Source: an optimization exercise on an open RTL-to-GDS flow (aim: small area and a short achievable clock period). Production flows keep margins and buffers that such runs may drop. Only simulation tests tie the RTL to the original design; equivalence was not proved.

--- flow/design.v ---
module puzzle3_2 (
    input clk,
    input rst_n,
    input [3:0] data_in,
    input wr_en,
    input bank_end,
    output logic [63:0] sum
);
logic        w1, w2, be1;
logic [3:0]  cnt;
logic [2:0]  ph;
logic [3:0]  dl [0:10];
logic [3:0]  r  [2:9];
logic [33:0] Jn;   
logic [33:0] J;
assign J = ~Jn;
logic fresh, start, stream, drain;
assign fresh  = w1 & w2;
assign start  = fresh & be1;
assign stream = fresh & ~be1 & (cnt == 4'd10);
assign drain  = start | (ph != 3'd0);
logic [3:0] d1, d2, x1, x2, s2, m1, m2, y1, y2, f1, f2, top1, top2, n2;
logic [9:1] le1, le2, eq1, eq2, t1, t2;
logic act;
function automatic [3:0] therm2bin(input [9:1] t);
    therm2bin[3] = t[8];
    therm2bin[2] = t[4] & ~t[8];
    therm2bin[1] = (t[2] & ~t[4]) | (t[6] & ~t[8]);
    therm2bin[0] = (t[1] & ~t[2]) | (t[3] & ~t[4]) | (t[5] & ~t[6]) | (t[7] & ~t[8]) | t[9];
endfunction
function automatic gt4(input [3:0] a, input [3:0] b);
    gt4 = 1'b0;
    for (int i = 0; i < 4; i++) gt4 = (a[i] & ~b[i]) | ((a[i] | ~b[i]) & gt4);
endfunction
function automatic [3:0] inc4s(input [3:0] a);
    logic s;
    s = a[3] & a[2] & a[1] & a[0];
    inc4s[0] = ~a[0] | s;
    inc4s[1] = (a[1] ^ a[0]) | s;
    inc4s[2] = (a[2] ^ (a[1] & a[0])) | s;
    inc4s[3] = a[3] | (a[2] & a[1] & a[0]);
endfunction
function automatic [9:1] dec_eq(input [3:0] d);
    dec_eq[1] = ~d[3] & ~d[2] & ~d[1] &  d[0];
    dec_eq[2] = ~d[3] & ~d[2] &  d[1] & ~d[0];
    dec_eq[3] = ~d[3] & ~d[2] &  d[1] &  d[0];
    dec_eq[4] = ~d[3] &  d[2] & ~d[1] & ~d[0];
    dec_eq[5] = ~d[3] &  d[2] & ~d[1] &  d[0];
    dec_eq[6] = ~d[3] &  d[2] &  d[1] & ~d[0];
    dec_eq[7] = ~d[3] &  d[2] &  d[1] &  d[0];
    dec_eq[8] =  d[3] & ~d[0];
    dec_eq[9] =  d[3] &  d[0];
endfunction
function automatic [9:1] dec_le(input [3:0] d);
    dec_le[1] = 1'b1;
    dec_le[2] = d[3] | d[2] | d[1];
    dec_le[3] = d[3] | d[2] | (d[1] & d[0]);
    dec_le[4] = d[3] | d[2];
    dec_le[5] = d[3] | (d[2] & (d[1] | d[0]));
    dec_le[6] = d[3] | (d[2] & d[1]);
    dec_le[7] = d[3] | (d[2] & d[1] & d[0]);
    dec_le[8] = d[3];
    dec_le[9] = d[3] & d[0];
endfunction
always_comb begin
    act = drain | stream;
    d1 = '0; d2 = '0;
    for (int k = 0; k < 6; k++) begin
        d1 = d1 | ({4{ph == 3'(k)}} & dl[10-k]);
        d2 = d2 | ({4{ph == 3'(k)}} & dl[9-k]);
    end
    f1 = {ph, drain};
    f2 = {ph[2] | (ph[1] & ph[0]), ph[1] ^ ph[0], ~ph[0], 1'b0};
    eq1 = dec_eq(d1); eq2 = dec_eq(d2);
    le1 = dec_le(d1); le2 = dec_le(d2);
    t1[1] = 1'b1; t2[1] = 1'b1;
    for (int v = 2; v <= 9; v++) begin
        t2[v] = gt4({1'b0, r[v][3:1]}, {1'b0, ph});
        t1[v] = gt4(r[v], {ph, 1'b0});
    end
    top1 = therm2bin(t1);
    n2   = therm2bin(t2);
    top2 = gt4(n2, d1) ? n2 : d1;
    x1 = '0; s2 = '0;
    for (int v = 2; v <= 9; v++) begin
        x1 = x1 | ({4{eq1[v]}} & r[v]);
        s2 = s2 | ({4{eq2[v]}} & r[v]);
    end
    m1 = gt4(x1, f1) ? x1 : f1;
    y1 = inc4s(m1);
    x2 = (|(eq2 & le1)) ? y1 : s2;
    m2 = gt4(x2, f2) ? x2 : f2;
    y2 = inc4s(m2);
end
logic [39:0] hz, h;
mul10add u_h1 (.x({6'd0, J}), .d(top1), .y(hz));
mul10add u_h2 (.x(hz), .d(top2), .y(h));
logic [63:0] sum_n;
addsum u_sum (.a(sum), .b((ph == 3'd5) ? h : 40'd0), .s(sum_n));
always_ff @(posedge clk) begin
    dl[0] <= data_in;
    for (int k = 1; k <= 10; k++) dl[k] <= dl[k-1];
    for (int v = 2; v <= 9; v++)
        r[v] <= ({4{drain & le2[v]}} & y2) |
                ({4{act & le1[v] & ~(drain & le2[v])}} & y1) |
                ({4{act & ~le1[v] & ~(drain & le2[v])}} & r[v]);
    Jn <= ~((drain && ph != 3'd5) ? h[33:0] : 34'd0);
end
always_ff @(posedge clk, negedge rst_n) begin
    if (!rst_n) begin
        w1  <= 1'b0;
        w2  <= 1'b0;
        be1 <= 1'b0;
        cnt <= '0;
        ph  <= '0;
        sum <= '0;
    end else begin
        w1  <= wr_en;
        w2  <= w1;
        be1 <= bank_end;
        cnt <= !fresh ? 4'd0 : (cnt == 4'd10) ? cnt : cnt + 4'd1;
        ph  <= start ? 3'd1 : (ph == 3'd0 || ph == 3'd5) ? 3'd0 : ph + 3'd1;
        sum <= sum_n;
    end
end
endmodule
module mul10add (
    input  [39:0] x,
    input  [3:0]  d,
    output logic [39:0] y
);
    logic [39:0] a, b;
    logic c;
    always_comb begin
        a = {x[36:0], d[3] ? 3'd7 : d[2:0]};
        b = {x[38:0], d[3]};
        c = d[3] & d[0];
        for (int i = 0; i < 40; i++) begin
            y[i] = a[i] ^ b[i] ^ c;
            c = (a[i] & b[i]) | (a[i] & c) | (b[i] & c);
        end
    end
endmodule
module addsum (
    input  [63:0] a,
    input  [39:0] b,
    output logic [63:0] s
);
    logic c;
    always_comb begin
        c = 1'b0;
        for (int i = 0; i < 64; i++) begin
            if (i < 40) begin
                s[i] = a[i] ^ b[i] ^ c;
                c = (a[i] & b[i]) | (a[i] & c) | (b[i] & c);
            end else begin
                s[i] = a[i] ^ c;
                c = a[i] & c;
            end
        end
    end
endmodule
--- flow/flow/run.sh ---
#!/bin/bash
# Layout flow: the standard synthesis, then its combinational logic
# re-mapped by ABC with a stronger area script (registers and adder cells
# untouched), then the standard layout with small port buffers and
# clock tree synthesis without dummy loads.
set -eo pipefail
R=$PWD/orfs/results/sky130hd/puzzle3_2/base
bash standard.sh $R/1_2_yosys.v > 1_standard_synth.log 2>&1
cp $R/1_2_yosys.v synth_standard.v
python3 flow/prep.py synth_standard.v synth_prep.v > 2_prep.log 2>&1
bash flow/reopt.sh synth_prep.v $R/1_2_yosys.v > reopt.ys
yosys -s reopt.ys > 3_reopt.log 2>&1
export BUFFER_PORTS_ARGS="-buffer_cell sky130_fd_sc_hd__buf_1"
export CTS_ARGS="-sink_clustering_enable -repair_clock_nets -dont_use_dummy_load -buf_list sky130_fd_sc_hd__clkbuf_8"
bash standard.sh finish > 4_standard_layout.log 2>&1
--- flow/flow/dontuse.txt ---
-dont_use sky130_fd_sc_hd__lpflow_bleeder_1 -dont_use sky130_fd_sc_hd__lpflow_clkbufkapwr_1 -dont_use sky130_fd_sc_hd__lpflow_clkbufkapwr_16 -dont_use sky130_fd_sc_hd__lpflow_clkbufkapwr_2 -dont_use sky130_fd_sc_hd__lpflow_clkbufkapwr_4 -dont_use sky130_fd_sc_hd__lpflow_clkbufkapwr_8 -dont_use sky130_fd_sc_hd__lpflow_clkinvkapwr_1 -dont_use sky130_fd_sc_hd__lpflow_clkinvkapwr_16 -dont_use sky130_fd_sc_hd__lpflow_clkinvkapwr_2 -dont_use sky130_fd_sc_hd__lpflow_clkinvkapwr_4 -dont_use sky130_fd_sc_hd__lpflow_clkinvkapwr_8 -dont_use sky130_fd_sc_hd__lpflow_decapkapwr_12 -dont_use sky130_fd_sc_hd__lpflow_decapkapwr_3 -dont_use sky130_fd_sc_hd__lpflow_decapkapwr_4 -dont_use sky130_fd_sc_hd__lpflow_decapkapwr_6 -dont_use sky130_fd_sc_hd__lpflow_decapkapwr_8 -dont_use sky130_fd_sc_hd__lpflow_inputiso0n_1 -dont_use sky130_fd_sc_hd__lpflow_inputiso0p_1 -dont_use sky130_fd_sc_hd__lpflow_inputiso1n_1 -dont_use sky130_fd_sc_hd__lpflow_inputiso1p_1 -dont_use sky130_fd_sc_hd__lpflow_inputisolatch_1 -dont_use sky130_fd_sc_hd__lpflow_isobufsrc_1 -dont_use sky130_fd_sc_hd__lpflow_isobufsrc_16 -dont_use sky130_fd_sc_hd__lpflow_isobufsrc_2 -dont_use sky130_fd_sc_hd__lpflow_isobufsrc_4 -dont_use sky130_fd_sc_hd__lpflow_isobufsrc_8 -dont_use sky130_fd_sc_hd__lpflow_isobufsrckapwr_16 -dont_use sky130_fd_sc_hd__lpflow_lsbuf_lh_hl_isowell_tap_1 -dont_use sky130_fd_sc_hd__lpflow_lsbuf_lh_hl_isowell_tap_2 -dont_use sky130_fd_sc_hd__lpflow_lsbuf_lh_hl_isowell_tap_4 -dont_use sky130_fd_sc_hd__lpflow_lsbuf_lh_isowell_4 -dont_use sky130_fd_sc_hd__lpflow_lsbuf_lh_isowell_tap_1 -dont_use sky130_fd_sc_hd__lpflow_lsbuf_lh_isowell_tap_2 -dont_use sky130_fd_sc_hd__lpflow_lsbuf_lh_isowell_tap_4 -dont_use sky130_fd_sc_hd__probe_p_8 -dont_use sky130_fd_sc_hd__probec_p_8 
--- flow/flow/prep.py ---
#!/usr/bin/env python3
# Half adders with an unused output are replaced by the plain gate for the
# output that is used (COUT = A & B, SUM = A ^ B), so that the re-mapping
# step can merge them into the surrounding logic.
import re, sys
src = open(sys.argv[1]).read()
cell_re = re.compile(r'(sky130_fd_sc_hd__\w+)(\s+)(\S+)(\s*)\((.*?)\);', re.S)
pin_re = re.compile(r'\.(\w+)\(([^()]*)\)')
OUT = ('Y', 'X', 'COUT', 'SUM', 'Q', 'Q_N', 'HI', 'LO')
used = {}
cells = list(cell_re.finditer(src))
for m in cells:
    for p, n in pin_re.findall(m.group(5)):
        if p not in OUT:
            used[n.strip()] = True
# nets that leave the module are used too
for m in re.finditer(r'^\s*output\s+(?:\[[^\]]*\]\s*)?([^;]+);', src, re.M):
    for n in m.group(1).split(','):
        used[n.strip()] = True
def port_used(n):
    n = n.strip()
    if n in used:
        return True
    base = re.sub(r'\s*\[\d+\]\s*$', '', n)
    return base in used
out = []
last = 0
nrep = 0
for m in cells:
    if m.group(1).startswith('sky130_fd_sc_hd__ha_'):
        pins = {p: n for p, n in pin_re.findall(m.group(5))}
        cu, su = port_used(pins['COUT']), port_used(pins['SUM'])
        rep = None
        if cu and not su:
            rep = 'sky130_fd_sc_hd__and2_1 %s (.A(%s), .B(%s), .X(%s));' % (m.group(3), pins['A'], pins['B'], pins['COUT'])
        elif su and not cu:
            rep = 'sky130_fd_sc_hd__xor2_1 %s (.A(%s), .B(%s), .X(%s));' % (m.group(3), pins['A'], pins['B'], pins['SUM'])
        if rep:
            nrep += 1
            out.append(src[last:m.start()])
            out.append(rep)
            last = m.end()
out.append(src[last:])
open(sys.argv[2], 'w').write(''.join(out))
print('replaced', nrep, 'half adders')
--- flow/flow/reopt.sh ---
#!/bin/bash
# Writes a Yosys script that re-maps the combinational logic of a mapped
# netlist ($1) with a stronger ABC script and writes the result to $2.
# Flip-flops, latches, adder cells and tie cells are kept as they are, so
# every register keeps its name and cell type.
LIB=$FLOW_HOME/platforms/sky130hd/lib/sky130_fd_sc_hd__tt_025C_1v80.lib
DU=$(cat $(dirname $0)/dontuse.txt)
cat <<EOT
read_liberty -ignore_miss_func $LIB
read_verilog $1
hierarchy -top $FLOW_TOP
setattr -mod -set blackbox 1 sky130_fd_sc_hd__df* sky130_fd_sc_hd__edf* sky130_fd_sc_hd__sdf* sky130_fd_sc_hd__sedf* sky130_fd_sc_hd__dl* sky130_fd_sc_hd__fa_* sky130_fd_sc_hd__ha_* sky130_fd_sc_hd__conb_*
flatten
opt_clean
stat -liberty $LIB
abc -liberty $LIB $DU -script +strash;&get,-n;&deepsyn,-T,60;&dch,-f;&nf,-R,1000;&put
opt_clean -purge
stat -liberty $LIB
write_verilog -noattr -nohex -nodec $2
EOT
--- flow/standard.sh ---
#!/bin/bash
# synth_recipe.tcl (not shown) runs the flow's synth.tcl, then flattens the netlist and writes it again
# the make line also repeats each setting of config.mk as NAME=value (left out here)
make -C /OpenROAD-flow-scripts/flow DESIGN_CONFIG=/design/flow/config.mk WORK_HOME=/design/flow/orfs CLKGATE_MAP_FILE= SYNTH_SCRIPT=/design/flow/synth_recipe.tcl "${@:-finish}"
--- flow/config.mk ---
export PLATFORM = sky130hd
export DESIGN_NAME = puzzle3_2
export DESIGN_NICKNAME = puzzle3_2
export VERILOG_FILES = /design/flow/design.v
export SDC_FILE = /design/flow/constraint.sdc
export NUM_CORES = 4
export LEC_CHECK = 0
export ABC_AREA = 1
export CAP_MARGIN = 0
export CORE_MARGIN = 2
export CORE_UTILIZATION = 40
export SLEW_MARGIN = 0
--- flow/constraint.sdc ---
create_clock -name core_clock -period 1000.0 [get_ports {clk}]
set_input_delay 200.0000 -clock core_clock [delete_from_list [all_inputs] [get_ports {clk}]]
set_output_delay 200.0000 -clock core_clock [all_outputs]
set_load 0.01 [all_outputs]
==> results.cfg, run 1 <==
[timing]
worst_slack_ns = 798.93
rsz0062_at_grt = false
fin_skew_ns = 0.0566
tightest_slew_ns = 1.01
slew_headroom_pct = 32.8
clock.fmax_ghz = 0.00497
period_needed_ns = 201.08
hold_viol_final = 0
finalSetupViolCount = 0
period_share_pct = 20.1
tns_ns = 0
timing.final.max_slew_violations = 0

[hold_path]
hold_class = reg2reg
hold_path_end = dl[4][0]$_DFF_P_
min_path_cells = 0
min-delay-start = dl[3][0]$_DFF_P_

[global_route]
grt_util_all_layers_pct = 18.5
grtUsageMet1_pct = 25.9
grt_max_degree = 75
busiest_layer = met2
grt_pass1_vias = 6577
antenna_found_initial = 0
met3_usage_pct = 3.72
overflow = 0
grt_util_met2_pct = 29.0
grt_pass1_wl_um = 34900

[worst_setup_path]
cp_data_arrival_time_ns = 1.08
rr_worst_depth = 79
cp.depth = 1
crit_path_max_incr_delay_ns = 0.41
end_kind = output pin
path_delay_family = flip-flops
cp-start-kind = flop
cp_max_fo = 2
r2r-start = ph[0]$_DFF_PN0_
r2r_end = sum[63]$_DFF_PN0_
critical_path.cell_chain = buf_1
worst_ep_required_time_ns = 800.00
reg2reg_slack_ns = 975.71
critical_path.slowest_cell = dfrtp_1
crit_buf_inv = 1
critPathKind = reg2out

[cells_and_area]
drive_gt1_share_pct = 3.37
n_fill_cell = 2120
n_antenna_cell = 0
final_nets = 1041
syn_to_final_growth_pct = 10.2

[status]
outcome = finished clean

[synthesis]
syn_inst = 790
yosys_warnings = 5
syn_nets = 940
syn_area_per_cell_um2 = 11.7
synth_area_um2 = 9230

[detailed_routing]
drt_pass1_iterations = 6
ant_nets = 0
vias = 6526
vias_per_cell = 5.56
wl_per_cell_um = 18.1
drc = 0
drt-total-wl_um = 21200
drtIter0Drc = 743

[clock_network]
cts-buffers-inserted = 17
clk_pin_slew_ns = 0.12
clock_sinks = 184
htree_levels = 4
cts_root_buf = clkbuf_8
clockBufferDepth = 2
clk_latency_ns = 0.49
cts_resized = 0
cts_tree = done
cts_setup_buffers = 0
hold_buffers = 0

[floorplan]
die-height_um = 156
core.rowCount = 55
die-area_um2 = 24300
die_w_um = 156
core_area_um2 = 22600
initial_utilization_pct = 40.8
io_pins = 72

[place]
io_buffers = 71
dp_hpwl_um = 15700
place_ws_ns = 799.09
gp_congestion = 0.973

[flow_run]
max-cap-violations = 0
==> layout make-up <==
type / instances / area, um^2 / share of cell area [%]
Clock buffer: 17 / 234 / 2.30
Inverter: 33 / 124 / 1.22
Multi-Input combinational cell: 573 / 5050 / 49.7
Sequential cell: 184 / 4050 / 39.8
Tap cell: 285 / 357 / 3.50
Timing Repair Buffer: 82 / 353 / 3.47
==> sequential cells by signal, indices dropped and copies added, names as in the netlist <==
name / count
be1: 1
cnt: 4
Jn: 34
dl: 44
r: 32
ph: 3
sum: 64
w1: 1
w2: 1
==> per-stage QoR <==
stage	hold slack [ns]	util (%)	instance area, um^2	cells
after floorplan	0.310	-	9230	790
after global placement	0.310	43.9	9940	1157
after detailed placement	0.312	43.9	9940	1157
after CTS	0.332	44.9	10200	1174
after global routing	0.341	44.9	10200	1174
final	0.331	44.9	10200	1174
==> worst max path at each step <==
stage	from	end	slack, ns
after floorplan	sum[10]$_DFF_PN0_	sum[10]	799.60
after global placement	rst_n	sum[10]$_DFF_PN0_	799.09
after detailed placement	rst_n	be1$_DFF_PN0_	799.09
after CTS	sum[31]$_DFF_PN0_	sum[31]	798.88
after global routing	sum[32]$_DFF_PN0_	sum[32]	798.84
final	sum[32]$_DFF_PN0_	sum[32]	798.93
==> layer usage <==
metal | part of all wire, % | wire [um]
met2 | 45 | 9650
met1 | 46 | 9760
met3 | 6.0 | 1280
met4 | 2.6 | 554
met5 | 0 | 0
==> cell usage in the layout (no fill, tap or decap), types with 15 or more instances in the layout <==
cell type,count
dfrtp_1,74
clkbuf_8,17
o21ai_0,38
clkinv_1,33
nand2_1,69
ha_1,33
or3_1,35
fa_1,109
buf_1,70
nor2_1,93
a21oi_1,18
a222oi_1,15
a22oi_1,30
dfxtp_1,110
==> run 2, diff against run 1 <==
--- a/flow/config.mk
+++ b/flow/config.mk
@@ -7,6 +7,6 @@
 export LEC_CHECK = 0
 export ABC_AREA = 1
-export CAP_MARGIN = 0
+export CAP_MARGIN = 20
 export CORE_MARGIN = 2
 export CORE_UTILIZATION = 40
-export SLEW_MARGIN = 0
+export SLEW_MARGIN = 20
==> results.cfg, run 2 <==
[timing]
finalSetupViolCount = 0
tightest_slew_ns = 1.01
tns_ns = 0
clock.fmax_ghz = 0.00497
period_share_pct = 20.1
period_needed_ns = 201.08
fin_skew_ns = 0.0560
hold_viol_final = 0
timing.final.max_slew_violations = 0
slew_headroom_pct = 32.8
rsz0062_at_grt = false

[detailed_routing]
drt_pass1_iterations = 6
ant_nets = 0
drtIter0Drc = 743
drc = 0
wl_per_cell_um = 18.1
vias_per_cell = 5.56
vias = 6528
drt-total-wl_um = 21300

[global_route]
grt_pass1_vias = 6577
grt_util_all_layers_pct = 18.5
grt_max_degree = 75
overflow = 0
antenna_found_initial = 0
grt_pass1_wl_um = 34900

[clock_network]
cts_root_buf = clkbuf_8
cts-buffers-inserted = 17
cts_setup_buffers = 0
clk_pin_slew_ns = 0.12
clk_latency_ns = 0.49
hold_buffers = 0
clockBufferDepth = 2
cts_tree = done
clock_sinks = 184
cts_resized = 0
htree_levels = 4

[worst_setup_path]
cp-start-kind = flop
reg2reg_slack_ns = 975.72
worstSetupStartpoint = sum[32]$_DFF_PN0_
critical_path.slowest_cell = dfrtp_1
worst_ep_required_time_ns = 800.00
r2r-start = ph[0]$_DFF_PN0_
crit_end = sum[32]
cp_data_arrival_time_ns = 1.08
r2r_end = sum[63]$_DFF_PN0_
critical_path.cell_chain = buf_1
path_delay_family = flip-flops
cp.depth = 1
crit_buf_inv = 1
end_kind = output pin
rr_worst_depth = 79
cp_max_fo = 2
critPathKind = reg2out
crit_path_max_incr_delay_ns = 0.41

[synthesis]
syn_inst = 790
synth_area_um2 = 9230
syn_area_per_cell_um2 = 11.7
syn_nets = 940
yosys_warnings = 5

[floorplan]
io_pins = 72
initial_utilization_pct = 40.8
die_w_um = 156
die-area_um2 = 24300
core_area_um2 = 22600
die-height_um = 156
core.rowCount = 55

[cells_and_area]
drive_gt1_share_pct = 3.37
top_regs = sum (64), dl (44), Jn (34)
syn_to_final_growth_pct = 10.2
n_fill_cell = 2120
final_common_cell = dfxtp_1
final_nets = 1041
largest_register = sum
design_area_um2 = 10200
largest_reg_flops = 64
n_antenna_cell = 0
mostFrequentLayoutCells = dfxtp_1 (110), fa_1 (109), nor2_1 (93), dfrtp_1 (74), buf_1 (70)

[place]
placed_cell_area_um2 = 9940
io_buffers = 71
dp_hpwl_um = 15700
gp_congestion = 0.973

[flow_run]
max-cap-violations = 0

[status]
outcome = finished clean

[hold_path]
hold_class = reg2reg
run 2: changes by cell type in the layout (fill, tap and decap cells not counted):
| cell | before | now |
|---|---|---|
| buf_4 | 11 | 12 |
| clkbuf_4 | 1 | 0 |
run 2: final cells by class:
class / count / area [um^2] / share of cell area [%]
Multi-Input combinational cell: 573 / 5050 / 49.7
Clock buffer: 17 / 234 / 2.30
Sequential cell: 184 / 4050 / 39.8
Tap cell: 285 / 357 / 3.50
Timing Repair Buffer: 82 / 353 / 3.47
Inverter: 33 / 124 / 1.22
run 2: worst min-delay path by stage:
stage,from,endpoint,slack [ns],depth (start not counted)
6_report,dl[3][0]$_DFF_P_,dl[4][0]$_DFF_P_,0.33,0
5_1_grt,dl[0][2]$_DFF_P_,dl[1][2]$_DFF_P_,0.34,0
4_1_cts,dl[3][0]$_DFF_P_,dl[4][0]$_DFF_P_,0.33,0
3_5_place_dp,dl[2][3]$_DFF_P_,dl[3][3]$_DFF_P_,0.31,0
3_3_place_gp,dl[0][0]$_DFF_P_,dl[1][0]$_DFF_P_,0.31,0
2_1_floorplan,dl[0][0]$_DFF_P_,dl[1][0]$_DFF_P_,0.31,0
run 2: metrics by stage:
stage               utilization (%)  hold WS [ns]  setup slack, ns  instances
floorplan                         -         0.310           799.60        790
global placement               43.9         0.310           799.09       1157
detailed placement             43.9         0.312           799.09       1157
CTS                            44.9         0.332           798.88       1174
global route                   44.9         0.341           798.84       1174
finish                         44.9         0.331           798.92       1174
run 2: layer usage:
layer  part of all wire, %  track usage, %  routed length, um  up-vias
met5                     0               0                  0        -
met2                    45            29.0               9610      245
li1                      -               -                  -     3028
met3                   6.1            3.72               1300       44
met4                   2.8            5.81                599        0
met1                    46            25.9               9740     3211
==> run 3, diff against run 2 <==
--- a/flow/design.v
+++ b/flow/design.v
@@ -20,6 +20,7 @@
 assign stream = fresh & ~be1 & (cnt == 4'd10);
 assign drain  = start | (ph != 3'd0);
-logic [3:0] d1, d2, x1, x2, s2, m1, m2, y1, y2, f1, f2, top1, top2, n2;
-logic [9:1] le1, le2, eq1, eq2, t1, t2;
+logic [3:0] d1, d2, x, m, b, b1, fd, top1, top2, n2;
+logic [9:1] le1, le2, led, eqd, t1, t2;
+logic two;
 logic act;
 function automatic [3:0] therm2bin(input [9:1] t);
@@ -70,8 +71,9 @@
         d2 = d2 | ({4{ph == 3'(k)}} & dl[9-k]);
     end
-    f1 = {ph, drain};
-    f2 = {ph[2] | (ph[1] & ph[0]), ph[1] ^ ph[0], ~ph[0], 1'b0};
-    eq1 = dec_eq(d1); eq2 = dec_eq(d2);
-    le1 = dec_le(d1); le2 = dec_le(d2);
+    le1 = dec_le(d1);
+    le2 = drain ? dec_le(d2) : 9'd0;
+    two = |(dec_eq(d2) & le1) & drain;
+    led = le1 | le2;
+    eqd = led & ~{1'b0, led[9:2]};
     t1[1] = 1'b1; t2[1] = 1'b1;
     for (int v = 2; v <= 9; v++) begin
@@ -82,14 +84,10 @@
     n2   = therm2bin(t2);
     top2 = gt4(n2, d1) ? n2 : d1;
-    x1 = '0; s2 = '0;
-    for (int v = 2; v <= 9; v++) begin
-        x1 = x1 | ({4{eq1[v]}} & r[v]);
-        s2 = s2 | ({4{eq2[v]}} & r[v]);
-    end
-    m1 = gt4(x1, f1) ? x1 : f1;
-    y1 = inc4s(m1);
-    x2 = (|(eq2 & le1)) ? y1 : s2;
-    m2 = gt4(x2, f2) ? x2 : f2;
-    y2 = inc4s(m2);
+    x = '0;
+    for (int v = 2; v <= 9; v++) x = x | ({4{eqd[v]}} & r[v]);
+    fd = !drain ? 4'd0 : two ? {ph, 1'b1} : {ph + 3'd1, 1'b0};
+    m  = gt4(x, fd) ? x : fd;
+    b  = inc4s(m);
+    b1 = inc4s(b);
 end
 logic [39:0] hz, h;
@@ -102,7 +100,7 @@
     for (int k = 1; k <= 10; k++) dl[k] <= dl[k-1];
     for (int v = 2; v <= 9; v++)
-        r[v] <= ({4{drain & le2[v]}} & y2) |
-                ({4{act & le1[v] & ~(drain & le2[v])}} & y1) |
-                ({4{act & ~le1[v] & ~(drain & le2[v])}} & r[v]);
+        r[v] <= ({4{two & le2[v]}} & b1) |
+                ({4{act & led[v] & ~(two & le2[v])}} & b) |
+                ({4{act & ~led[v]}} & r[v]);
     Jn <= ~((drain && ph != 3'd5) ? h[33:0] : 34'd0);
 end
--- a/flow/config.mk
+++ b/flow/config.mk
@@ -9,4 +9,4 @@
 export CAP_MARGIN = 20
 export CORE_MARGIN = 2
-export CORE_UTILIZATION = 40
+export CORE_UTILIZATION = 65
 export SLEW_MARGIN = 20
==> results.cfg, run 3 <==
[floorplan]
io_pins = 72
die-height_um = 122
die_w_um = 122
die-area_um2 = 14900
core_area_um2 = 13700
core.rowCount = 43
initial_utilization_pct = 66.0

[global_route]
antenna_found_initial = 0
grt_pass1_vias = 6711
grt_pass1_wl_um = 34400
overflow = 0
grt_util_all_layers_pct = 30.5
grt_max_degree = 75

[cells_and_area]
final_common_cell = dfxtp_1
final_cell_count_no_fill = 1041
n_fill_cell = 937
n_antenna_cell = 0
drive_gt1_share_pct = 3.02
final_nets = 1013
largest_register = sum
multi_input_area_um2 = 4860
syn_to_final_growth_pct = 8.83
top_regs = sum (64), dl (44), Jn (34)
seqCellArea_um2 = 4050
mostFrequentLayoutCells = dfxtp_1 (110), fa_1 (109), nor2_1 (89), dfrtp_1 (74), nand2_1 (71)
largest_reg_flops = 64

[worst_setup_path]
path_delay_family = flip-flops
crit_buf_inv = 1
cp-start-kind = flop
critPathKind = reg2out
critical_path.cell_chain = buf_1
crit_path_max_incr_delay_ns = 0.41
worst_ep_required_time_ns = 800.00
cp_data_arrival_time_ns = 1.03
cp_max_fo = 2
end_kind = output pin
critical_path.slowest_cell = dfrtp_1

[timing]
period_needed_ns = 201.03
period_share_pct = 20.1
worst_slack_ns = 798.97
fin_skew_ns = 0.0454
clock.fmax_ghz = 0.00497
finalSetupViolCount = 0
slew_headroom_pct = 25.9
tightest_slew_ns = 1.11
rsz0062_at_grt = false
tns_ns = 0
hold_viol_final = 0
timing.final.max_slew_violations = 0

[synthesis]
yosys_warnings = 5
syn_area_per_cell_um2 = 11.8
synth_area_um2 = 9050
syn_nets = 916
syn_inst = 766

[status]
outcome = finished clean

[detailed_routing]
drt_pass1_iterations = 7
vias_per_cell = 6.20
vias = 6459
drc = 0
ant_nets = 0
wl_per_cell_um = 20.3
drtIter0Drc = 659
drt-total-wl_um = 21200

[clock_network]
cts_resized = 0
clockBufferDepth = 2
cts_root_buf = clkbuf_8
clock_sinks = 184
cts-buffers-inserted = 17
hold_buffers = 0
clk_latency_ns = 0.48
cts_tree = done
cts_setup_buffers = 0
clk_pin_slew_ns = 0.12
htree_levels = 4

[place]
io_buffers = 71
placedCellCount = 1023
dp_hpwl_um = 15900
place_ws_ns = 799.09
gp_congestion = 0.947

[flow_run]
max-cap-violations = 0

[hold_path]
hold_class = reg2reg
[run 3: cell type report]
class | instances | area share, %
clock buffer | 17 | 2.37
inverter | 38 | 1.45
multi-input combinational | 544 | 49.4
sequential | 184 | 41.1
tap | 180 | 2.29
timing repair buffer | 78 | 3.40
[run 3: path summary, 6_finish.rpt]
path                                   startpoint                  to  slack, ns  cells after the start
worst max-delay path            sum[42]$_DFF_PN0_             sum[42]     798.97                      1
worst min-delay path             dl[3][3]$_DFF_P_    dl[4][3]$_DFF_P_       0.34                      0
worst max register to register    ph[1]$_DFF_PN0_   sum[63]$_DFF_PN0_     976.45                     74
worst min register to register   dl[3][3]$_DFF_P_    dl[4][3]$_DFF_P_       0.34                      0
max in group asynchronous                   rst_n  cnt[3]$_DFFE_PN0P_     799.87                      2
min in group asynchronous                   rst_n   sum[57]$_DFF_PN0_     199.52                      1
[run 3: stage by stage]
stage / util (%) / hold slack (ns) / instance area (um^2)
4_1_cts: 71.7 / 0.341 / 9830
3_3_place_gp: 70.0 / 0.312 / 9600
2_1_floorplan: - / 0.310 / 9050
5_1_grt: 71.8 / 0.348 / 9850
3_5_place_dp: 70.0 / 0.312 / 9600
6_report: 71.8 / 0.336 / 9850
[run 3: per-layer routing]
metal	wire length (um)	up-vias	share of wire, %	GRT usage [%]
met4	839	0	4.0	13.2
met5	0	-	0	0
met2	10500	285	50	49.6
met3	1400	64	6.6	6.23
li1	-	2887	-	-
met1	8440	3223	40	40.2
==> run 4, diff against run 3 <==
--- a/flow/config.mk
+++ b/flow/config.mk
@@ -9,4 +9,4 @@
 export CAP_MARGIN = 20
 export CORE_MARGIN = 2
-export CORE_UTILIZATION = 65
+export CORE_UTILIZATION = 50
 export SLEW_MARGIN = 20
==> results.cfg, run 4 <==
[floorplan]
io_pins = 72
die-area_um2 = 19200
die-height_um = 139
core_area_um2 = 17800
core.rowCount = 49
initial_utilization_pct = 50.8
die_w_um = 139

[worst_setup_path]
critical_path.slowest_cell = dfrtp_1
end_kind = output pin
worst_ep_required_time_ns = 800.00
crit_path_max_incr_delay_ns = 0.40
cp_data_arrival_time_ns = 1.02
r2r_end = sum[63]$_DFF_PN0_
reg2reg_slack_ns = 976.65
critical_path.cell_chain = buf_1
r2r-start = ph[0]$_DFF_PN0_
crit_buf_inv = 1
cp-start-kind = flop
cp_max_fo = 2
rr_worst_depth = 75
path_delay_family = flip-flops
critPathKind = reg2out

[timing]
period_share_pct = 20.1
timing.final.max_slew_violations = 0
hold_viol_final = 0
fin_skew_ns = 0.0418
finalSetupViolCount = 0
period_needed_ns = 201.02
tightest_slew_ns = 1.05
worst_slack_ns = 798.98
hold_ws_ns = 0.314
clock.fmax_ghz = 0.00497
tns_ns = 0
slew_headroom_pct = 29.2
rsz0062_at_grt = false

[cells_and_area]
largest_reg_flops = 64
n_antenna_cell = 0
n_fill_cell = 1519
largest_register = sum
design_area_um2 = 9900
syn_to_final_growth_pct = 9.37
mostFrequentLayoutCells = dfxtp_1 (110), fa_1 (109), nor2_1 (89), dfrtp_1 (74), nand2_1 (71)
top_regs = sum (64), dl (44), Jn (34)
drive_gt1_share_pct = 3.02
final_common_cell = dfxtp_1
final_nets = 1013

[detailed_routing]
vias_per_cell = 5.76
drtIter0Drc = 564
vias = 6273
drt-total-wl_um = 19900
wl_per_cell_um = 18.3
ant_nets = 0
drt_pass1_iterations = 8
drc = 0

[clock_network]
clk_pin_slew_ns = 0.11
cts_resized = 0
cts_root_buf = clkbuf_8
cts_tree = done
htree_levels = 4
cts-buffers-inserted = 17
hold_buffers = 0
clockBufferDepth = 2
clock_sinks = 184
cts_setup_buffers = 0
clk_latency_ns = 0.47

[place]
dp_hpwl_um = 15100
placed_cell_area_um2 = 9670
gp_congestion = 1.01
place_ws_ns = 799.07
io_buffers = 71

[synthesis]
syn_nets = 916
syn_inst = 766
syn_area_per_cell_um2 = 11.8
synth_area_um2 = 9050
yosys_warnings = 5

[global_route]
grt_pass1_vias = 6647
grt_max_degree = 75
antenna_found_initial = 0
grt_util_all_layers_pct = 22.3
grt_pass1_wl_um = 34200
overflow = 0

[hold_path]
hold_class = reg2reg
hold_path_end = dl[4][0]$_DFF_P_
min_path_cells = 0
min-delay-start = dl[3][0]$_DFF_P_

[status]
outcome = finished clean

[flow_run]
max-cap-violations = 0
==> run 4: stage by stage <==
stage               cells  util (%)
detailed placement   1073      54.2
floorplan             766         -
finish               1090      55.5
global placement     1073      54.2
CTS                  1090      55.5
global route         1090      55.5
==> run 4: area by class of cell <==
type | count | area (um^2) | share of cell area, %
multi-input combinational | 544 | 4860 | 49.1
sequential | 184 | 4050 | 40.9
timing repair buffer | 78 | 323 | 3.26
tap | 229 | 287 | 2.89
clock buffer | 17 | 234 | 2.36
inverter | 38 | 143 | 1.44
==> run 4: worst max-delay path by stage <==
stage                           start                 to  slack, ns  cells past startpoint
floorplan           sum[10]$_DFF_PN0_            sum[10]     799.60                      0
finish              sum[31]$_DFF_PN0_            sum[31]     798.98                      1
global placement                rst_n      be1$_DFF_PN0_     799.13                      1
CTS                 sum[37]$_DFF_PN0_            sum[37]     798.94                      1
global route        sum[29]$_DFF_PN0_            sum[29]     798.90                      1
detailed placement              rst_n  sum[39]$_DFF_PN0_     799.07                      1
==> run 4: layer usage <==
metal | vias up | GRT usage [%] | share of wire [%]
li1 | 2882 | - | -
met2 | 228 | 35.8 | 48
met3 | 22 | 5.15 | 6.6
met1 | 3141 | 31.3 | 44
met4 | 0 | 5.26 | 1.2
met5 | - | 0 | 0
==> run 5, diff against run 4 <==
==> flow/flow/run.sh (replaced) <==
#!/bin/bash
# Layout flow: the standard synthesis; half adders with one output
# unused turned into plain gates; the combinational logic then re-mapped
# by ABC with a stronger area script, three random seeds, the smallest
# result kept (registers and adder cells untouched); then the standard
# layout with buf_1 port buffers and a clock tree of clkbuf_8 without
# dummy loads.
set -eo pipefail
R=$PWD/orfs/results/sky130hd/puzzle3_2/base
bash standard.sh $R/1_2_yosys.v > 1_standard_synth.log 2>&1
cp $R/1_2_yosys.v synth_standard.v
python3 flow/prep.py synth_standard.v synth_prep.v > 2_prep.log 2>&1
for s in 1 2 3; do
  bash flow/reopt.sh synth_prep.v reopt_$s.v $s > reopt_$s.ys
  yosys -s reopt_$s.ys > 3_reopt_$s.log 2>&1 &
done
wait
best=$(for s in 1 2 3; do
  if [[ -s reopt_$s.v ]] && grep -q 'End of script' 3_reopt_$s.log; then
    echo "$(grep 'Chip area' 3_reopt_$s.log | tail -1 | awk '{print $NF}') $s"
  fi
done | sort -g | head -1 | awk '{print $2}')
echo "kept seed $best" > 3_reopt_pick.log
cp reopt_$best.v $R/1_2_yosys.v
export BUFFER_PORTS_ARGS="-buffer_cell sky130_fd_sc_hd__buf_1"
export CTS_ARGS="-sink_clustering_enable -repair_clock_nets -dont_use_dummy_load -buf_list sky130_fd_sc_hd__clkbuf_8"
bash standard.sh finish > 4_standard_layout.log 2>&1
==> flow/flow/reopt.sh (replaced) <==
#!/bin/bash
# Writes a Yosys script that re-maps the combinational logic of a mapped
# netlist ($1) with a stronger ABC script (random seed $3) and writes the
# result to $2. Flip-flops, adder cells and tie cells are kept as they are,
# so every register keeps its name and cell type.
LIB=$FLOW_HOME/platforms/sky130hd/lib/sky130_fd_sc_hd__tt_025C_1v80.lib
DU=$(cat $(dirname $0)/dontuse.txt)
cat <<EOT
read_liberty -ignore_miss_func $LIB
read_verilog $1
hierarchy -top $FLOW_TOP
setattr -mod -set blackbox 1 sky130_fd_sc_hd__df* sky130_fd_sc_hd__edf* sky130_fd_sc_hd__sdf* sky130_fd_sc_hd__sedf* sky130_fd_sc_hd__dl* sky130_fd_sc_hd__fa_* sky130_fd_sc_hd__ha_* sky130_fd_sc_hd__conb_*
flatten
opt_clean
stat -liberty $LIB
abc -liberty $LIB $DU -script +strash;&get,-n;&deepsyn,-T,40,-S,$3;&dch,-f;&nf,-R,1000;&put
opt_clean -purge
stat -liberty $LIB
write_verilog -noattr -nohex -nodec $2
EOT
==> results.cfg, run 5 <==
[status]
outcome = finished clean

[worst_setup_path]
cp_max_fo = 2
crit_path_max_incr_delay_ns = 0.41
critical_path.slowest_cell = dfrtp_1
cp_data_arrival_time_ns = 1.05
cp-start-kind = flop
crit_buf_inv = 1
critPathKind = reg2out
end_kind = output pin
critical_path.cell_chain = buf_1
worst_ep_required_time_ns = 800.00
path_delay_family = flip-flops

[global_route]
grt_pass1_wl_um = 35300
grt_util_all_layers_pct = 23.2
grt_pass1_vias = 6742
grt_max_degree = 75
antenna_found_initial = 0
overflow = 0

[place]
dp_hpwl_um = 16000
io_buffers = 71
place_ws_ns = 799.07
gp_congestion = 0.945

[floorplan]
die-height_um = 138
initial_utilization_pct = 50.6
core.rowCount = 49
die_w_um = 138
die-area_um2 = 19100
core_area_um2 = 17800
io_pins = 72

[timing]
clock.fmax_ghz = 0.00497
fin_skew_ns = 0.0525
hold_ws_ns = 0.331
period_share_pct = 20.1
tns_ns = 0
rsz0062_at_grt = false
timing.final.max_slew_violations = 0
finalSetupViolCount = 0
tightest_slew_ns = 1.04
worst_slack_ns = 798.95
period_needed_ns = 201.05
slew_headroom_pct = 30.3
hold_viol_final = 0

[detailed_routing]
ant_nets = 0
drt_pass1_iterations = 9
wl_per_cell_um = 19.8
drtIter0Drc = 589
drt-total-wl_um = 21100
vias = 6243
drc = 0
vias_per_cell = 5.84

[synthesis]
synth_area_um2 = 9000
yosys_warnings = 5
syn_nets = 896
syn_area_per_cell_um2 = 12.1
syn_inst = 746

[cells_and_area]
final_core_util_pct = 55.3
mostFrequentLayoutCells = dfxtp_1 (110), fa_1 (109), nand2_1 (78), nor2_1 (76), dfrtp_1 (74)
largest_register = sum
final_common_cell = dfxtp_1
final_nets = 992
syn_to_final_growth_pct = 9.35
n_antenna_cell = 0
largest_reg_flops = 64
drive_gt1_share_pct = 2.98
top_regs = sum (64), dl (44), Jn (34)

[clock_network]
cts_root_buf = clkbuf_8
clockBufferDepth = 2
cts_tree = done
cts-buffers-inserted = 17
cts_setup_buffers = 0
clock_sinks = 184
htree_levels = 4
clk_pin_slew_ns = 0.12
cts_resized = 0
hold_buffers = 0
clk_latency_ns = 0.47

[hold_path]
hold_class = reg2reg

[flow_run]
max-cap-violations = 0
run 5: area by class of cell:
class / count / area, um^2
fill: 1537 / 7940
multi-input combinational: 539 / 4860
sequential: 184 / 4050
timing repair buffer: 77 / 315
tap: 229 / 287
clock buffer: 17 / 234
inverter: 23 / 86.3
run 5: metrics by stage:
stage / area (um^2) / cells
after floorplan: 9000 / 746
after global placement: 9600 / 1052
after detailed placement: 9600 / 1052
after CTS: 9840 / 1069
after global routing: 9840 / 1069
final: 9840 / 1069
run 5: final timing paths:
| check | from | end | slack (ns) | depth (start not counted) |
|---|---|---|---|---|
| min in group asynchronous | rst_n | sum[62]$_DFF_PN0_ | 199.66 | 1 |
| worst min-delay path | dl[1][1]$_DFF_P_ | dl[2][1]$_DFF_P_ | 0.33 | 0 |
| max in group asynchronous | rst_n | cnt[2]$_DFFE_PN0P_ | 799.72 | 1 |
| worst max-delay path | sum[32]$_DFF_PN0_ | sum[32] | 798.95 | 1 |
| worst min register to register | dl[1][1]$_DFF_P_ | dl[2][1]$_DFF_P_ | 0.33 | 0 |
| worst max register to register | ph[0]$_DFF_PN0_ | sum[63]$_DFF_PN0_ | 975.59 | 79 |
run 5: worst reg2reg max path, delay by kind of cell (launching register included):
kind                       cells  cell delay, ns
AOI/OAI and AO/OA              5            1.48
xor gates and xnor gates       2            0.33
adders and majority gates     64           20.34
buffers and inverters          2            0.63
DFF                            1            0.53
and+or+nand+nor                6            1.04
run 5: per-layer routing:
metal | wire (um) | vias up | track usage [%]
li1 | - | 2847 | -
met2 | 10500 | 173 | 38.4
met3 | 949 | 22 | 4.50
met5 | 0 | - | 0
met4 | 301 | 0 | 6.18
met1 | 9380 | 3201 | 31.7
==> run 6, diff against run 5 <==
--- a/flow/design.v
+++ b/flow/design.v
@@ -7,7 +7,7 @@
     output logic [63:0] sum
 );
-logic        w1, w2, be1;
-logic [3:0]  cnt;
-logic [2:0]  ph;
+logic [3:0]  run;   
+logic [2:0]  ph;    
+logic [2:0]  q;     
 logic [3:0]  dl [0:10];
 logic [3:0]  r  [2:9];
@@ -15,9 +15,10 @@
 logic [33:0] J;
 assign J = ~Jn;
-logic fresh, start, stream, drain;
-assign fresh  = w1 & w2;
-assign start  = fresh & be1;
-assign stream = fresh & ~be1 & (cnt == 4'd10);
-assign drain  = start | (ph != 3'd0);
+logic stream, drain;
+assign stream = (ph == 3'd0) & (run == 4'd12);
+assign drain  = ph != 3'd0;
+assign q      = ph - 3'd1;
+logic [2:0]  k1;
+assign k1     = (ph == 3'd0) ? 3'd0 : q;
 logic [3:0] d1, d2, x, m, b, b1, fd, top1, top2, n2;
 logic [9:1] le1, le2, led, eqd, t1, t2;
@@ -68,16 +69,16 @@
     d1 = '0; d2 = '0;
     for (int k = 0; k < 6; k++) begin
-        d1 = d1 | ({4{ph == 3'(k)}} & dl[10-k]);
-        d2 = d2 | ({4{ph == 3'(k)}} & dl[9-k]);
+        d1 = d1 | ({4{k1 == 3'(k)}} & dl[10-k]);
+        d2 = d2 | ({4{q == 3'(k)}} & dl[9-k]);
     end
     le1 = dec_le(d1);
     le2 = drain ? dec_le(d2) : 9'd0;
-    two = |(dec_eq(d2) & le1) & drain;
+    two = ~gt4(d2, d1) & drain;
     led = le1 | le2;
     eqd = led & ~{1'b0, led[9:2]};
     t1[1] = 1'b1; t2[1] = 1'b1;
     for (int v = 2; v <= 9; v++) begin
-        t2[v] = gt4({1'b0, r[v][3:1]}, {1'b0, ph});
-        t1[v] = gt4(r[v], {ph, 1'b0});
+        t2[v] = gt4({1'b0, r[v][3:1]}, {1'b0, q});
+        t1[v] = gt4(r[v], {q, 1'b0});
     end
     top1 = therm2bin(t1);
@@ -86,5 +87,5 @@
     x = '0;
     for (int v = 2; v <= 9; v++) x = x | ({4{eqd[v]}} & r[v]);
-    fd = !drain ? 4'd0 : two ? {ph, 1'b1} : {ph + 3'd1, 1'b0};
+    fd = !drain ? 4'd0 : two ? {q, 1'b1} : {ph, 1'b0};
     m  = gt4(x, fd) ? x : fd;
     b  = inc4s(m);
@@ -95,5 +96,5 @@
 mul10add u_h2 (.x(hz), .d(top2), .y(h));
 logic [63:0] sum_n;
-addsum u_sum (.a(sum), .b((ph == 3'd5) ? h : 40'd0), .s(sum_n));
+addsum u_sum (.a(sum), .b((ph == 3'd6) ? h : 40'd0), .s(sum_n));
 always_ff @(posedge clk) begin
     dl[0] <= data_in;
@@ -103,20 +104,14 @@
                 ({4{act & led[v] & ~(two & le2[v])}} & b) |
                 ({4{act & ~led[v]}} & r[v]);
-    Jn <= ~((drain && ph != 3'd5) ? h[33:0] : 34'd0);
+    Jn <= ~((drain && ph != 3'd6) ? h[33:0] : 34'd0);
 end
 always_ff @(posedge clk, negedge rst_n) begin
     if (!rst_n) begin
-        w1  <= 1'b0;
-        w2  <= 1'b0;
-        be1 <= 1'b0;
-        cnt <= '0;
+        run <= '0;
         ph  <= '0;
         sum <= '0;
     end else begin
-        w1  <= wr_en;
-        w2  <= w1;
-        be1 <= bank_end;
-        cnt <= !fresh ? 4'd0 : (cnt == 4'd10) ? cnt : cnt + 4'd1;
-        ph  <= start ? 3'd1 : (ph == 3'd0 || ph == 3'd5) ? 3'd0 : ph + 3'd1;
+        run <= !wr_en ? 4'd0 : (run == 4'd12) ? run : run + 4'd1;
+        ph  <= bank_end ? 3'd1 : (ph == 3'd0 || ph == 3'd6) ? 3'd0 : ph + 3'd1;
         sum <= sum_n;
     end
--- a/flow/flow/run.sh
+++ b/flow/flow/run.sh
@@ -1,7 +1,7 @@
 #!/bin/bash
-# Layout flow: the standard synthesis; half adders with one output
-# unused turned into plain gates; the combinational logic then re-mapped
-# by ABC with a stronger area script, three random seeds, the smallest
-# result kept (registers and adder cells untouched); then the standard
+# Layout flow: the standard synthesis; its half adder cells split
+# into plain gates; the combinational logic then re-mapped
+# by ABC with a stronger area script, four random seeds, the smallest
+# result kept (registers and full adder cells untouched); then the standard
 # layout with buf_1 port buffers and a clock tree of clkbuf_8 without
 # dummy loads.
@@ -11,10 +11,10 @@
 cp $R/1_2_yosys.v synth_standard.v
 python3 flow/prep.py synth_standard.v synth_prep.v > 2_prep.log 2>&1
-for s in 1 2 3; do
+for s in 1 2 3 4; do
   bash flow/reopt.sh synth_prep.v reopt_$s.v $s > reopt_$s.ys
   yosys -s reopt_$s.ys > 3_reopt_$s.log 2>&1 &
 done
 wait
-best=$(for s in 1 2 3; do
+best=$(for s in 1 2 3 4; do
   if [[ -s reopt_$s.v ]] && grep -q 'End of script' 3_reopt_$s.log; then
     echo "$(grep 'Chip area' 3_reopt_$s.log | tail -1 | awk '{print $NF}') $s"
==> flow/flow/prep.py (replaced) <==
#!/usr/bin/env python3
# Half adder cells are split into their two gates (COUT = A & B,
# SUM = A ^ B), so that the re-mapping step can merge them into the
# surrounding logic. Full adder cells are kept.
import re, sys
src = open(sys.argv[1]).read()
cell_re = re.compile(r'(sky130_fd_sc_hd__ha_\w+)(\s+)(\S+)(\s*)\((.*?)\);', re.S)
pin_re = re.compile(r'\.(\w+)\(([^()]*)\)')
n = 0
def rep(m):
    global n
    n += 1
    pins = {p: v for p, v in pin_re.findall(m.group(5))}
    return ('sky130_fd_sc_hd__and2_1 %s_c (.A(%s), .B(%s), .X(%s));\n'
            '  sky130_fd_sc_hd__xor2_1 %s_s (.A(%s), .B(%s), .X(%s));'
            % (m.group(3), pins['A'], pins['B'], pins['COUT'],
               m.group(3), pins['A'], pins['B'], pins['SUM']))
open(sys.argv[2], 'w').write(cell_re.sub(rep, src))
print('split', n, 'half adders')
==> results.cfg, run 6 <==
[worst_setup_path]
end_kind = output pin
crit_buf_inv = 1
r2r_end = sum[63]$_DFF_PN0_
cp_max_fo = 5
reg2reg_slack_ns = 978.67
critical_path.cell_chain = buf_1
crit_path_max_incr_delay_ns = 0.43
rr_worst_depth = 68
cp_data_arrival_time_ns = 1.04
worst_ep_required_time_ns = 800.00
r2r-start = ph[0]$_DFF_PN0_
critical_path.slowest_cell = dfrtp_1
cp.depth = 1
cp-start-kind = flop
worstSetupStartpoint = sum[59]$_DFF_PN0_
path_delay_family = flip-flops
crit_end = sum[59]
critPathKind = reg2out

[cells_and_area]
final_cell_count_no_fill = 1079
syn_to_final_growth_pct = 9.86
final_common_cell = dfxtp_1
largest_reg_flops = 64
n_antenna_cell = 0
final_nets = 973
mostFrequentLayoutCells = dfxtp_1 (110), fa_1 (109), nor2_1 (96), dfrtp_1 (71), buf_1 (70)
n_fill_cell = 1439
top_regs = sum (64), dl (44), Jn (34)
largest_register = sum
drive_gt1_share_pct = 3.16

[synthesis]
syn_area_per_cell_um2 = 11.6
synth_area_um2 = 8780
syn_nets = 875
yosys_warnings = 5
syn_inst = 758

[timing]
rsz0062_at_grt = false
finalSetupViolCount = 0
tightest_slew_ns = 1.15
clock.fmax_ghz = 0.00497
hold_ws_ns = 0.332
timing.final.max_slew_violations = 0
period_share_pct = 20.1
tns_ns = 0
period_needed_ns = 201.04
fin_skew_ns = 0.0432
hold_viol_final = 0
slew_headroom_pct = 23.3

[floorplan]
die-area_um2 = 18600
initial_utilization_pct = 51.0
die-height_um = 137
die_w_um = 137
core.rowCount = 48
core_area_um2 = 17200
io_pins = 72

[flow_run]
max-cap-violations = 0

[global_route]
grt_util_met2_pct = 35.1
overflow = 0
grt_pass1_vias = 6251
grtUsageMet1_pct = 31.4
grt_pass1_wl_um = 32000
antenna_found_initial = 0
busiest_layer = met2
grt_max_degree = 72
grt_util_all_layers_pct = 22.4
met3_usage_pct = 4.93

[detailed_routing]
drtIter0Drc = 538
drt_pass1_iterations = 5
vias = 6122
drt-total-wl_um = 19300
vias_per_cell = 5.67
ant_nets = 0
wl_per_cell_um = 17.8
drc = 0

[status]
outcome = finished clean

[clock_network]
hold_buffers = 0
htree_levels = 4
clk_pin_slew_ns = 0.08
clock_sinks = 181
cts_root_buf = clkbuf_8
cts_tree = done
cts_setup_buffers = 0
clk_latency_ns = 0.46
clockBufferDepth = 2
cts-buffers-inserted = 17
cts_resized = 0

[hold_path]
hold_class = reg2reg

[place]
gp_congestion = 0.953
dp_hpwl_um = 14200
io_buffers = 71
placedCellCount = 1060
-- run 6: changes by cell type in the layout (fill, tap and decap cells not counted), moves of 8 or more --
cell | previous run | this run
or2_0 | 5 | 33
a21oi_1 | 14 | 26
nor2_1 | 76 | 96
a22oi_1 | 22 | 51
ha_1 | 33 | 0
or3_1 | 34 | 2
xor2_1 | 3 | 11
xnor2_1 | 3 | 17
o21ai_0 | 31 | 54
o221ai_1 | 22 | 0
nand2_1 | 78 | 46
a222oi_1 | 16 | 7
a221o_1 | 0 | 10
-- run 6: worst min path at each step --
| stage | startpoint | endpoint | cells after the start |
|---|---|---|---|
| finish | dl[3][2]$_DFF_P_ | dl[4][2]$_DFF_P_ | 0 |
| global route | dl[4][3]$_DFF_P_ | dl[5][3]$_DFF_P_ | 0 |
| CTS | dl[3][2]$_DFF_P_ | dl[4][2]$_DFF_P_ | 0 |
| detailed placement | dl[1][0]$_DFF_P_ | dl[2][0]$_DFF_P_ | 0 |
| global placement | dl[0][2]$_DFF_P_ | dl[1][2]$_DFF_P_ | 0 |
| floorplan | dl[0][0]$_DFF_P_ | dl[1][0]$_DFF_P_ | 0 |
-- run 6: metal layers --
metal	share of wire [%]	vias up	wire length [um]
li1	-	2832	-
met1	46	3089	8920
met2	47	181	9130
met3	5.0	20	962
met4	1.3	0	244
met5	0	-	0
-- run 6: layout make-up --
type,count,area [um^2],share of cell area [%]
multi-input combinational,553,4720,48.9
timing repair buffer,79,343,3.55
clock buffer,17,234,2.42
tap,225,282,2.92
sequential,181,3980,41.2
inverter,24,90.1,0.933
-- run 6: stage by stage --
stage	instance area (um^2)	setup WS, ns	util (%)
floorplan	8780	799.53	-
global placement	9390	799.18	54.5
detailed placement	9390	799.10	54.5
CTS	9620	798.93	55.8
global route	9650	798.87	56.0
finish	9650	798.96	56.0
==> run 7, diff against run 6 <==
--- a/flow/flow/run.sh
+++ b/flow/flow/run.sh
@@ -2,5 +2,5 @@
 # Layout flow: the standard synthesis; its half adder cells split
 # into plain gates; the combinational logic then re-mapped
-# by ABC with a stronger area script, four random seeds, the smallest
+# by ABC with a stronger area script, eight random seeds, the smallest
 # result kept (registers and full adder cells untouched); then the standard
 # layout with buf_1 port buffers and a clock tree of clkbuf_8 without
@@ -11,10 +11,12 @@
 cp $R/1_2_yosys.v synth_standard.v
 python3 flow/prep.py synth_standard.v synth_prep.v > 2_prep.log 2>&1
-for s in 1 2 3 4; do
-  bash flow/reopt.sh synth_prep.v reopt_$s.v $s > reopt_$s.ys
-  yosys -s reopt_$s.ys > 3_reopt_$s.log 2>&1 &
+for batch in "1 2 3 4" "5 6 7 8"; do
+  for s in $batch; do
+    bash flow/reopt.sh synth_prep.v reopt_$s.v $s > reopt_$s.ys
+    yosys -s reopt_$s.ys > 3_reopt_$s.log 2>&1 &
+  done
+  wait
 done
-wait
-best=$(for s in 1 2 3 4; do
+best=$(for s in 1 2 3 4 5 6 7 8; do
   if [[ -s reopt_$s.v ]] && grep -q 'End of script' 3_reopt_$s.log; then
     echo "$(grep 'Chip area' 3_reopt_$s.log | tail -1 | awk '{print $NF}') $s"
--- a/flow/flow/reopt.sh
+++ b/flow/flow/reopt.sh
@@ -14,5 +14,5 @@
 opt_clean
 stat -liberty $LIB
-abc -liberty $LIB $DU -script +strash;&get,-n;&deepsyn,-T,40,-S,$3;&dch,-f;&nf,-R,1000;&put
+abc -liberty $LIB $DU -script +strash;&get,-n;&deepsyn,-T,20,-S,$3;&dch,-f;&nf,-R,1000;&put
 opt_clean -purge
 stat -liberty $LIB
--- a/flow/config.mk
+++ b/flow/config.mk
@@ -10,3 +10,4 @@
 export CORE_MARGIN = 2
 export CORE_UTILIZATION = 50
+export GPL_TIMING_DRIVEN = 0
 export SLEW_MARGIN = 20
==> results.cfg, run 7 <==
[clock_network]
hold_buffers = 0
clk_pin_slew_ns = 0.09
htree_levels = 4
cts-buffers-inserted = 17
cts_resized = 0
cts_root_buf = clkbuf_8
clockBufferDepth = 2
cts_tree = done
cts_setup_buffers = 0
clk_latency_ns = 0.46
clock_sinks = 181

[timing]
tightest_slew_ns = 1.10
hold_viol_final = 0
tns_ns = 0
timing.final.max_slew_violations = 0
rsz0062_at_grt = false
finalSetupViolCount = 0
fin_skew_ns = 0.0358
worst_slack_ns = 798.94
clock.fmax_ghz = 0.00497
slew_headroom_pct = 26.5
period_needed_ns = 201.06
period_share_pct = 20.1

[worst_setup_path]
cp_max_fo = 5
end_kind = output pin
crit_path_max_incr_delay_ns = 0.43
cp-start-kind = flop
crit_buf_inv = 1
critical_path.cell_chain = buf_1
cp.depth = 1
worst_ep_required_time_ns = 800.00
worstSetupStartpoint = sum[59]$_DFF_PN0_
reg2reg_slack_ns = 978.44
rr_worst_depth = 65
r2r_end = sum[63]$_DFF_PN0_
r2r-start = ph[0]$_DFF_PN0_
critPathKind = reg2out
cp_data_arrival_time_ns = 1.06
path_delay_family = flip-flops
critical_path.slowest_cell = dfrtp_1

[global_route]
grt_util_all_layers_pct = 22.2
overflow = 0
grt_pass1_wl_um = 31900
grt_max_degree = 35
antenna_found_initial = 0
grt_pass1_vias = 6354

[cells_and_area]
final_nets = 970
final_common_cell = dfxtp_1
largest_register = sum
drive_gt1_share_pct = 3.29
n_antenna_cell = 0
final_core_util_pct = 56.2
mostFrequentLayoutCells = dfxtp_1 (110), fa_1 (109), nor2_1 (95), buf_1 (70), dfrtp_1 (70)
syn_to_final_growth_pct = 10.2
largest_reg_flops = 64
top_regs = sum (64), dl (44), Jn (34)

[detailed_routing]
vias = 6218
drtIter0Drc = 486
wl_per_cell_um = 17.8
vias_per_cell = 5.78
drt_pass1_iterations = 6
drt-total-wl_um = 19200
drc = 0
ant_nets = 0

[floorplan]
core.rowCount = 48
die_w_um = 137
core_area_um2 = 17200
initial_utilization_pct = 51.0
die-height_um = 137
io_pins = 72
die-area_um2 = 18600

[synthesis]
syn_nets = 875
synth_area_um2 = 8780
yosys_warnings = 5
syn_area_per_cell_um2 = 11.6
syn_inst = 758

[status]
outcome = finished clean

[place]
dp_hpwl_um = 14500
io_buffers = 71
gp_congestion = 0.955
place_ws_ns = 799.40

[flow_run]
max-cap-violations = 0

[hold_path]
min_path_cells = 0
min-delay-start = dl[1][2]$_DFF_P_
hold_class = reg2reg
hold_path_end = dl[2][2]$_DFF_P_
-- run 7: area by class of cell --
type | instances | area, um^2
Tap cell | 225 | 282
Sequential cell | 181 | 3980
Clock buffer | 17 | 234
Multi-Input combinational cell | 553 | 4730
Timing Repair Buffer | 76 | 362
Inverter | 24 | 90.1
Fill cell | 1479 | 7560
-- run 7: layer usage --
metal / track usage (%) / part of all wire, % / up-vias
met5: 0 / 0 / -
met4: 6.77 / 1.6 / 0
met3: 4.70 / 5.8 / 26
met2: 35.9 / 49 / 212
met1: 30.3 / 44 / 3161
li1: - / - / 2819
-- run 7: how the worst max path moves through the flow --
stage                              endpoint  slack [ns]
after CTS                           sum[59]      798.91
after floorplan             ph[0]$_DFF_PN0_      799.53
after global placement    sum[44]$_DFF_PN0_      796.42
after detailed placement    ph[0]$_DFF_PN0_      799.40
after global routing                sum[47]      798.87
final                               sum[59]      798.94
-- run 7: metrics by stage --
stage                     cell area, um^2  hold slack, ns  std cells
after floorplan                      8780           0.310        758
after global placement               9330           0.311       1054
after detailed placement             9440           0.312       1059
after CTS                            9680           0.335       1076
after global routing                 9680           0.344       1076
final                                9680           0.335       1076

[re-timing with driven ports]
How much do the figures lean on ideal ports? The routed layouts below were timed once more, with nothing changed but the port constraints.
Step 1: set_driving_cell puts a clkbuf_16 on clk and a buf_2 on each other input, an assumption about the parent block.
Step 2 times the ports against the registers' clock, not the clock port: input delays grow and output delays shrink by t, the midpoint of the rising clock arrivals with the driver on.
Slacks: no drivers / after step 1 / after step 2; pairs: no drivers / after step 1.
run | t (ns) | setup WS [ns] | latest minus earliest clock arrival (ns)
run 1 | 0.502 | 798.925 / 798.881 / 799.149 | 0.057 / 0.057
run 2 | 0.503 | 798.924 / 798.881 / 799.241 | 0.056 / 0.056
run 3 | 0.493 | 798.974 / 798.937 / 799.388 | 0.046 / 0.046
run 4 | 0.490 | 798.977 / 798.935 / 799.225 | 0.042 / 0.042
run 5 | 0.488 | 798.946 / 798.906 / 799.245 | 0.052 / 0.052
run 6 | 0.479 | 798.959 / 798.919 / 799.377 | 0.043 / 0.043
run 7 | 0.482 | 798.942 / 798.901 / 799.365 | 0.036 / 0.036
After both steps every run listed still meets setup and hold. Setup slack includes reset recovery checks.
